From an optimization exercise on the open Yosys and OpenROAD flow, aimed at small area and a short achievable clock period; shortcuts taken in it are not production practice. At most, simulation tests tie the RTL to the original design; equivalence was not proved. Power and IR drop assume default switching activity.

==> v24: inputs <==
## add1
module add1(
	input clk,
	input operation,
	input [15:0] x,y,
	output [15:0] z,
	input [2:0]counter
	);
Settings: LEC_CHECK=0, CAP_MARGIN=20, CORE_MARGIN=2, CORE_UTILIZATION=60, PLACE_DENSITY=0.75, SETUP_SLACK_MARGIN=2.0, SLEW_MARGIN=20; clock period 8.5 ns.
standard.sh (not shown) runs the stock make flow with config.mk's settings and CLKGATE_MAP_FILE= SYNTH_SCRIPT=/design/flow/synth_recipe.tcl, a recipe that flattens the netlist after the stock synthesis.
==> flow/flow/run.sh <==
#!/bin/bash
# Own layout flow: the standard ORFS flow (standard.sh) with these changes:
#  - synthesis is synth_recipe.tcl with ORFS synth.tcl patched by flow/patch_synth.py:
#    the RTL's full adder module add1_fa becomes the library full adder cell, no other
#    adder extraction, modules kept apart until after ABC (synth_recipe.tcl flattens them
#    at the end), and ABC maps add1_mcpa (the multiplier's final adder) with
#    flow/abc_fast.script and the rest with flow/abc.script;
#  - ports are buffered with sky130_fd_sc_hd__buf_1.
# The registers and their names are those of the standard synthesis.
# Each tool's output goes to a log in this folder (and ORFS's own logs under orfs/logs).
set -euo pipefail
W=$PWD
python3 flow/patch_synth.py "$FLOW_HOME/scripts/synth.tcl" "$W/flow_synth_mod.tcl" > patch.log 2>&1
sed "s#source \$::env(SCRIPTS_DIR)/synth.tcl#source $W/flow_synth_mod.tcl#" synth_recipe.tcl > flow_synth.tcl
grep -q "flow_synth_mod.tcl" flow_synth.tcl
export MY_ABC_SCRIPT=$W/flow/abc.script
export MY_ABC_SCRIPT_FAST=$W/flow/abc_fast.script
export MY_FAST_MODULES=add1_mcpa
bash standard.sh SYNTH_SCRIPT=$W/flow_synth.tcl synth > flow_synth.log 2>&1
bash standard.sh SYNTH_SCRIPT=$W/flow_synth.tcl "BUFFER_PORTS_ARGS=-buffer_cell sky130_fd_sc_hd__buf_1" SKIP_INCREMENTAL_REPAIR=1 finish > flow_layout.log 2>&1
test -f out/final.def
==> flow/flow/abc.script <==
strash
dch
map -D 2500
buffer -c
topo
stime -c
upsize -c
dnsize -c
Other scripts of this flow, unchanged in this note and not shown: flow/flow/abc_fast.script, flow/flow/patch_synth.py
==> v35: changes against v24 <==
--- a/flow/design.v
+++ b/flow/design.v
@@ -292,37 +292,37 @@
 wire tn175, tn176;
 add1_fa u_tn175 (.A(tn111), .B(tn140), .CIN(tn141), .COUT(tn176), .SUM(tn175));
 wire tn177, tn178;
 add1_fa u_tn177 (.A(tn112), .B(tn142), .CIN(tn143), .COUT(tn178), .SUM(tn177));
 wire tn179, tn180;
 add1_fa u_tn179 (.A(xmn[9]), .B(ymn[9]), .CIN(tn144), .COUT(tn180), .SUM(tn179));
-wire [21:0] mr0n = {1'b1, tn180, tn178, tn176, tn174, tn172, tn170, tn168, tn166, tn164, tn162, tn160, tn158, tn156, tn154, tn152, tn150, tn148, tn146, ppn2_0, ppn0_1, ppn0_0};
-wire [21:0] mr1n = {1'b1, 1'b0, tn179, tn177, tn175, tn173, tn171, tn169, tn167, tn165, tn163, tn161, tn159, tn157, tn155, tn153, tn151, tn149, tn147, tn145, ppn1_0, 1'b1};
+wire [21:0] mr0 = {1'b0, ~tn180, ~tn178, ~tn176, ~tn174, ~tn172, ~tn170, ~tn168, ~tn166, ~tn164, ~tn162, ~tn160, ~tn158, ~tn156, ~tn154, ~tn152, ~tn150, ~tn148, ~tn146, ~ppn2_0, ~ppn0_1, ~ppn0_0};
+wire [21:0] mr1 = {1'b0, 1'b1, ~tn179, ~tn177, ~tn175, ~tn173, ~tn171, ~tn169, ~tn167, ~tn165, ~tn163, ~tn161, ~tn159, ~tn157, ~tn155, ~tn153, ~tn151, ~tn149, ~tn147, ~tn145, ~ppn1_0, 1'b0};
 wire [4:0] m_e0 = xe + ye + 5'd17;
 wire [4:0] m_e1 = xe + ye + 5'd18;
 wire [9:0] m_man;
 wire [4:0] m_exp;
-add1_mcpa u_mcpa (.mr0n(mr0n), .mr1n(mr1n), .e0(m_e0), .e1(m_e1), .m_man(m_man), .m_exp(m_exp));
+add1_mcpa u_mcpa (.mr0(mr0), .mr1(mr1), .e0(m_e0), .e1(m_e1), .m_man(m_man), .m_exp(m_exp));
 wire m_zero = (x == 16'h0000) | (y == 16'h0000);
 wire [5:0] dxy = {1'b0, xe} - {1'b0, ye};
-wire lt = dxy[5];                           
-wire gt = ~dxy[5] & (dxy[4:0] != 5'd0);     
-wire [4:0] dyxm1 = ~dxy[4:0];
+wire [5:0] dyx = {1'b0, ye} - {1'b0, xe};
+wire gt = dyx[5];                  
+wire lt = dxy[5] ;                  
+wire [4:0] sh = lt ? dyx[4:0] : dxy[4:0];
 wire [10:0] B = lt ? Y : X;
-wire [10:0] Xsh = {1'b0, X[10:1]} >> dyxm1;
-wire [10:0] Ysh = Y >> dxy[4:0];
-wire [10:0] S = lt ? Xsh : Ysh;
+wire [10:0] Sm = lt ? X : Y;
+wire [10:0] S = Sm >> sh;
 wire [4:0] ea = lt ? ye : xe;
 wire sa = gt ? xs : (lt ? ys : 1'b0);
 wire negB = lt ? ys : xs;
 wire diff = xs ^ ys;
-wire invS = diff & negB;        
-wire invB = diff & ~negB;       
-wire cin = diff;
-wire [11:0] Sx = {1'b0, S} ^ {12{invS}};
-wire [11:0] Ba = {1'b0, B} ^ {12{invB}};
+wire inv = diff;                
+wire cin = diff & negB;         
+wire oinv = diff & ~negB;       
+wire [11:0] Sx = {1'b0, S} ^ {12{inv}};
+wire [11:0] Ba = {1'b0, B};
 wire ac_g0 = Ba[0] & Sx[0];
 wire ac_p0 = Ba[0] ^ Sx[0];
 wire ac_g1 = Ba[1] & Sx[1];
 wire ac_p1 = Ba[1] ^ Sx[1];
 wire ac_g2 = Ba[2] & Sx[2];
 wire ac_p2 = Ba[2] ^ Sx[2];
@@ -383,14 +383,15 @@
 wire ac_P3_9 = ac_P0_9 & ac_P2_7;
 wire ac_G3_10 = ac_G1_10 | (ac_P1_10 & ac_G2_7);
 wire ac_P3_10 = ac_P1_10 & ac_P2_7;
 wire ac_G3_11 = ac_G1_11 | (ac_P1_11 & ac_G2_7);
 wire ac_P3_11 = ac_P1_11 & ac_P2_7;
 wire [11:0] sum = {(ac_p11 ^ ac_G3_10), (ac_p10 ^ ac_G3_9), (ac_p9 ^ ac_G3_8), (ac_p8 ^ ac_G2_7), (ac_p7 ^ ac_G2_6), (ac_p6 ^ ac_G2_5), (ac_p5 ^ ac_G2_4), (ac_p4 ^ ac_G1_3), (ac_p3 ^ ac_G1_2), (ac_p2 ^ ac_G0_1), (ac_p1 ^ ac_G0c), (ac_p0 ^ cin)};
-wire Szero = lt ? (dyxm1 > 5'd9) : (dxy[4:0] > 5'd10);
-wire [11:0] H = {sum[11] & ~(invB & Szero), sum[10:0]};
+wire [11:0] H0 = sum ^ {12{oinv}};
+wire Szero = (S == 11'd0);
+wire [11:0] H = {H0[11] & ~(oinv & Szero), H0[10:0]};
 reg [9:0] a_man;
 reg [4:0] a_exp;
 reg a_keep;
 always @* begin
 	a_keep = 1'b0;
 	a_man = H[9:0];
@@ -428,15 +429,14 @@
 			if (a_zero) z_m <= 10'd0;
 			else if (!a_keep) z_m <= a_man;
 		end
 	end
 end
 endmodule
-module add1_mcpa(input [21:0] mr0n, input [21:0] mr1n, input [4:0] e0, input [4:0] e1,
+module add1_mcpa(input [21:0] mr0, input [21:0] mr1, input [4:0] e0, input [4:0] e1,
                  output [9:0] m_man, output [4:0] m_exp);
-wire [21:0] mr0 = ~mr0n, mr1 = ~mr1n;
 wire mc_g0 = mr0[0] & mr1[0];
 wire mc_p0 = mr0[0] ^ mr1[0];
 wire mc_g1 = mr0[1] & mr1[1];
 wire mc_p1 = mr0[1] ^ mr1[1];
 wire mc_g2 = mr0[2] & mr1[2];
 wire mc_p2 = mr0[2] ^ mr1[2];
--- a/flow/flow/run.sh
+++ b/flow/flow/run.sh
@@ -14,8 +14,8 @@
 sed "s#source \$::env(SCRIPTS_DIR)/synth.tcl#source $W/flow_synth_mod.tcl#" synth_recipe.tcl > flow_synth.tcl
 grep -q "flow_synth_mod.tcl" flow_synth.tcl
 export MY_ABC_SCRIPT=$W/flow/abc.script
 export MY_ABC_SCRIPT_FAST=$W/flow/abc_fast.script
 export MY_FAST_MODULES=add1_mcpa
 bash standard.sh SYNTH_SCRIPT=$W/flow_synth.tcl synth > flow_synth.log 2>&1
-bash standard.sh SYNTH_SCRIPT=$W/flow_synth.tcl "BUFFER_PORTS_ARGS=-buffer_cell sky130_fd_sc_hd__buf_1" SKIP_INCREMENTAL_REPAIR=1 finish > flow_layout.log 2>&1
+bash standard.sh SYNTH_SCRIPT=$W/flow_synth.tcl "BUFFER_PORTS_ARGS=-buffer_cell sky130_fd_sc_hd__buf_1" finish > flow_layout.log 2>&1
 test -f out/final.def
==> flow/flow/abc.script (replaced) <==
strash
dch
map -D 3000
buffer -c
topo
stime -c
upsize -c
dnsize -c
==> flow/config.mk (replaced) <==
export PLATFORM = sky130hd
export DESIGN_NAME = add1
export DESIGN_NICKNAME = add1
export VERILOG_FILES = /design/flow/design.v
export SDC_FILE = /design/flow/constraint.sdc
export NUM_CORES = 4
export LEC_CHECK = 0
export CAP_MARGIN = 20
export CORE_MARGIN = 2
export CORE_UTILIZATION = 40
export PLACE_DENSITY = 0.6
export SLEW_MARGIN = 20
==> v21: changes against v24 <==
--- a/flow/design.v
+++ b/flow/design.v
@@ -292,19 +292,19 @@
 wire tn175, tn176;
 add1_fa u_tn175 (.A(tn111), .B(tn140), .CIN(tn141), .COUT(tn176), .SUM(tn175));
 wire tn177, tn178;
 add1_fa u_tn177 (.A(tn112), .B(tn142), .CIN(tn143), .COUT(tn178), .SUM(tn177));
 wire tn179, tn180;
 add1_fa u_tn179 (.A(xmn[9]), .B(ymn[9]), .CIN(tn144), .COUT(tn180), .SUM(tn179));
-wire [21:0] mr0n = {1'b1, tn180, tn178, tn176, tn174, tn172, tn170, tn168, tn166, tn164, tn162, tn160, tn158, tn156, tn154, tn152, tn150, tn148, tn146, ppn2_0, ppn0_1, ppn0_0};
-wire [21:0] mr1n = {1'b1, 1'b0, tn179, tn177, tn175, tn173, tn171, tn169, tn167, tn165, tn163, tn161, tn159, tn157, tn155, tn153, tn151, tn149, tn147, tn145, ppn1_0, 1'b1};
+wire [21:0] mr0 = {1'b0, ~tn180, ~tn178, ~tn176, ~tn174, ~tn172, ~tn170, ~tn168, ~tn166, ~tn164, ~tn162, ~tn160, ~tn158, ~tn156, ~tn154, ~tn152, ~tn150, ~tn148, ~tn146, ~ppn2_0, ~ppn0_1, ~ppn0_0};
+wire [21:0] mr1 = {1'b0, 1'b1, ~tn179, ~tn177, ~tn175, ~tn173, ~tn171, ~tn169, ~tn167, ~tn165, ~tn163, ~tn161, ~tn159, ~tn157, ~tn155, ~tn153, ~tn151, ~tn149, ~tn147, ~tn145, ~ppn1_0, 1'b0};
 wire [4:0] m_e0 = xe + ye + 5'd17;
 wire [4:0] m_e1 = xe + ye + 5'd18;
 wire [9:0] m_man;
 wire [4:0] m_exp;
-add1_mcpa u_mcpa (.mr0n(mr0n), .mr1n(mr1n), .e0(m_e0), .e1(m_e1), .m_man(m_man), .m_exp(m_exp));
+add1_mcpa u_mcpa (.mr0(mr0), .mr1(mr1), .e0(m_e0), .e1(m_e1), .m_man(m_man), .m_exp(m_exp));
 wire m_zero = (x == 16'h0000) | (y == 16'h0000);
 wire [5:0] dxy = {1'b0, xe} - {1'b0, ye};
 wire lt = dxy[5];                           
 wire gt = ~dxy[5] & (dxy[4:0] != 5'd0);     
 wire [4:0] dyxm1 = ~dxy[4:0];
 wire [10:0] B = lt ? Y : X;
@@ -428,15 +428,14 @@
 			if (a_zero) z_m <= 10'd0;
 			else if (!a_keep) z_m <= a_man;
 		end
 	end
 end
 endmodule
-module add1_mcpa(input [21:0] mr0n, input [21:0] mr1n, input [4:0] e0, input [4:0] e1,
+module add1_mcpa(input [21:0] mr0, input [21:0] mr1, input [4:0] e0, input [4:0] e1,
                  output [9:0] m_man, output [4:0] m_exp);
-wire [21:0] mr0 = ~mr0n, mr1 = ~mr1n;
 wire mc_g0 = mr0[0] & mr1[0];
 wire mc_p0 = mr0[0] ^ mr1[0];
 wire mc_g1 = mr0[1] & mr1[1];
 wire mc_p1 = mr0[1] ^ mr1[1];
 wire mc_g2 = mr0[2] & mr1[2];
 wire mc_p2 = mr0[2] ^ mr1[2];
--- a/flow/flow/run.sh
+++ b/flow/flow/run.sh
@@ -14,8 +14,8 @@
 sed "s#source \$::env(SCRIPTS_DIR)/synth.tcl#source $W/flow_synth_mod.tcl#" synth_recipe.tcl > flow_synth.tcl
 grep -q "flow_synth_mod.tcl" flow_synth.tcl
 export MY_ABC_SCRIPT=$W/flow/abc.script
 export MY_ABC_SCRIPT_FAST=$W/flow/abc_fast.script
 export MY_FAST_MODULES=add1_mcpa
 bash standard.sh SYNTH_SCRIPT=$W/flow_synth.tcl synth > flow_synth.log 2>&1
-bash standard.sh SYNTH_SCRIPT=$W/flow_synth.tcl "BUFFER_PORTS_ARGS=-buffer_cell sky130_fd_sc_hd__buf_1" SKIP_INCREMENTAL_REPAIR=1 finish > flow_layout.log 2>&1
+bash standard.sh SYNTH_SCRIPT=$W/flow_synth.tcl "BUFFER_PORTS_ARGS=-buffer_cell sky130_fd_sc_hd__buf_1" finish > flow_layout.log 2>&1
 test -f out/final.def
==> flow/flow/abc.script (replaced) <==
strash
dch
map -D 4500
buffer -c
topo
stime -c
upsize -c
dnsize -c
==> qor summary <==
metric                                                                               v35                      v21                      v24
Outcome                                                          complete, no violations  complete, no violations  complete, no violations
Clock buffers and inverters, area share                                           1.120%                  0.6243%                   1.032%
Clk power                                                                    0.0000936 W              0.0000588 W              0.0000877 W
Maximum ir drop on the vdd rail                                                0.2326 mV                0.3184 mV                0.3178 mV
Total placed cells including tap cells                                              1217                     1138                     1197
Width of the die                                                                132.5 µm                 108.2 µm                 111.7 µm
Top cell by count, worst path                                                    nand2_1                   nor2_4                     fa_1
Number of unique standard cell types used by synthesis                                67                       62                       76
Detailed-routed wire length on met2                                             8.934 mm                 9.165 mm                 10.34 mm
Post-route met1 wirelength                                                      9.257 mm                 7.700 mm                 8.149 mm
Number of buffers and inverters on the critical path                                   2                        6                        1
Average via count per standard cell                                                5.321                    5.760                    6.002
Number of standard cells in the layout, taps in and fillers out                     1222                     1167                     1203
Unrepaired setup endpoints after global routing                                    false                     true                        -
Power share of the combinational group                                             88.9%                    90.3%                    88.7%
Startpoint of the worst setup timing path                                          y[11]                    x[11]                     y[9]
Min-Delay Endpoint                                                    z_exp[3]$_DFFE_PP_       z_exp[3]$_DFFE_PP_         z_m[4]$_DFFE_PP_
Mean routed wirelength per cell                                                 16.39 µm                 16.03 µm                 17.42 µm
Vias in the first global route                                                      6298                     6275                     7124
Function not checked in v35: the RTL went through the layout flow alone.

port drivers added, routing unchanged:
How much do the figures lean on ideal ports? The routed layouts below were timed once more, with nothing changed but the port constraints.
Step 1 assumes that a clkbuf_16 drives the clock port and a buf_2 every other input.
Step 2 moves the port delays by t, midway between the first and last clock arrival at a register: inputs arrive t later, outputs are due t later. That takes back most of the time a late clock gives input paths.
a / b / c = no drivers / after step 1 / after step 2; a / b = the first two.
| run | t, ns | slack for setup (ns) | hold WS [ns] | worst setup path after step 2 | worst slew at a driven data input, ns |
|---|---|---|---|---|---|
| v24 | 0.267 | 2.031 / 2.030 / 1.764 | 1.888 / 1.889 / 2.155 | input to register | 0.03 |
| v35 | 0.280 | 1.170 / 1.175 / 0.895 | 1.864 / 1.859 / 2.138 | input to register | 0.10 |
| v21 | 0.276 | 2.269 / 2.273 / 1.997 | 1.854 / 1.851 / 2.127 | input to register | 0.04 |
After both steps every run listed still meets setup and hold. The setup slack of v35, which loses most, moves by +0.005 ns with the drivers and by -0.275 ns with both steps.
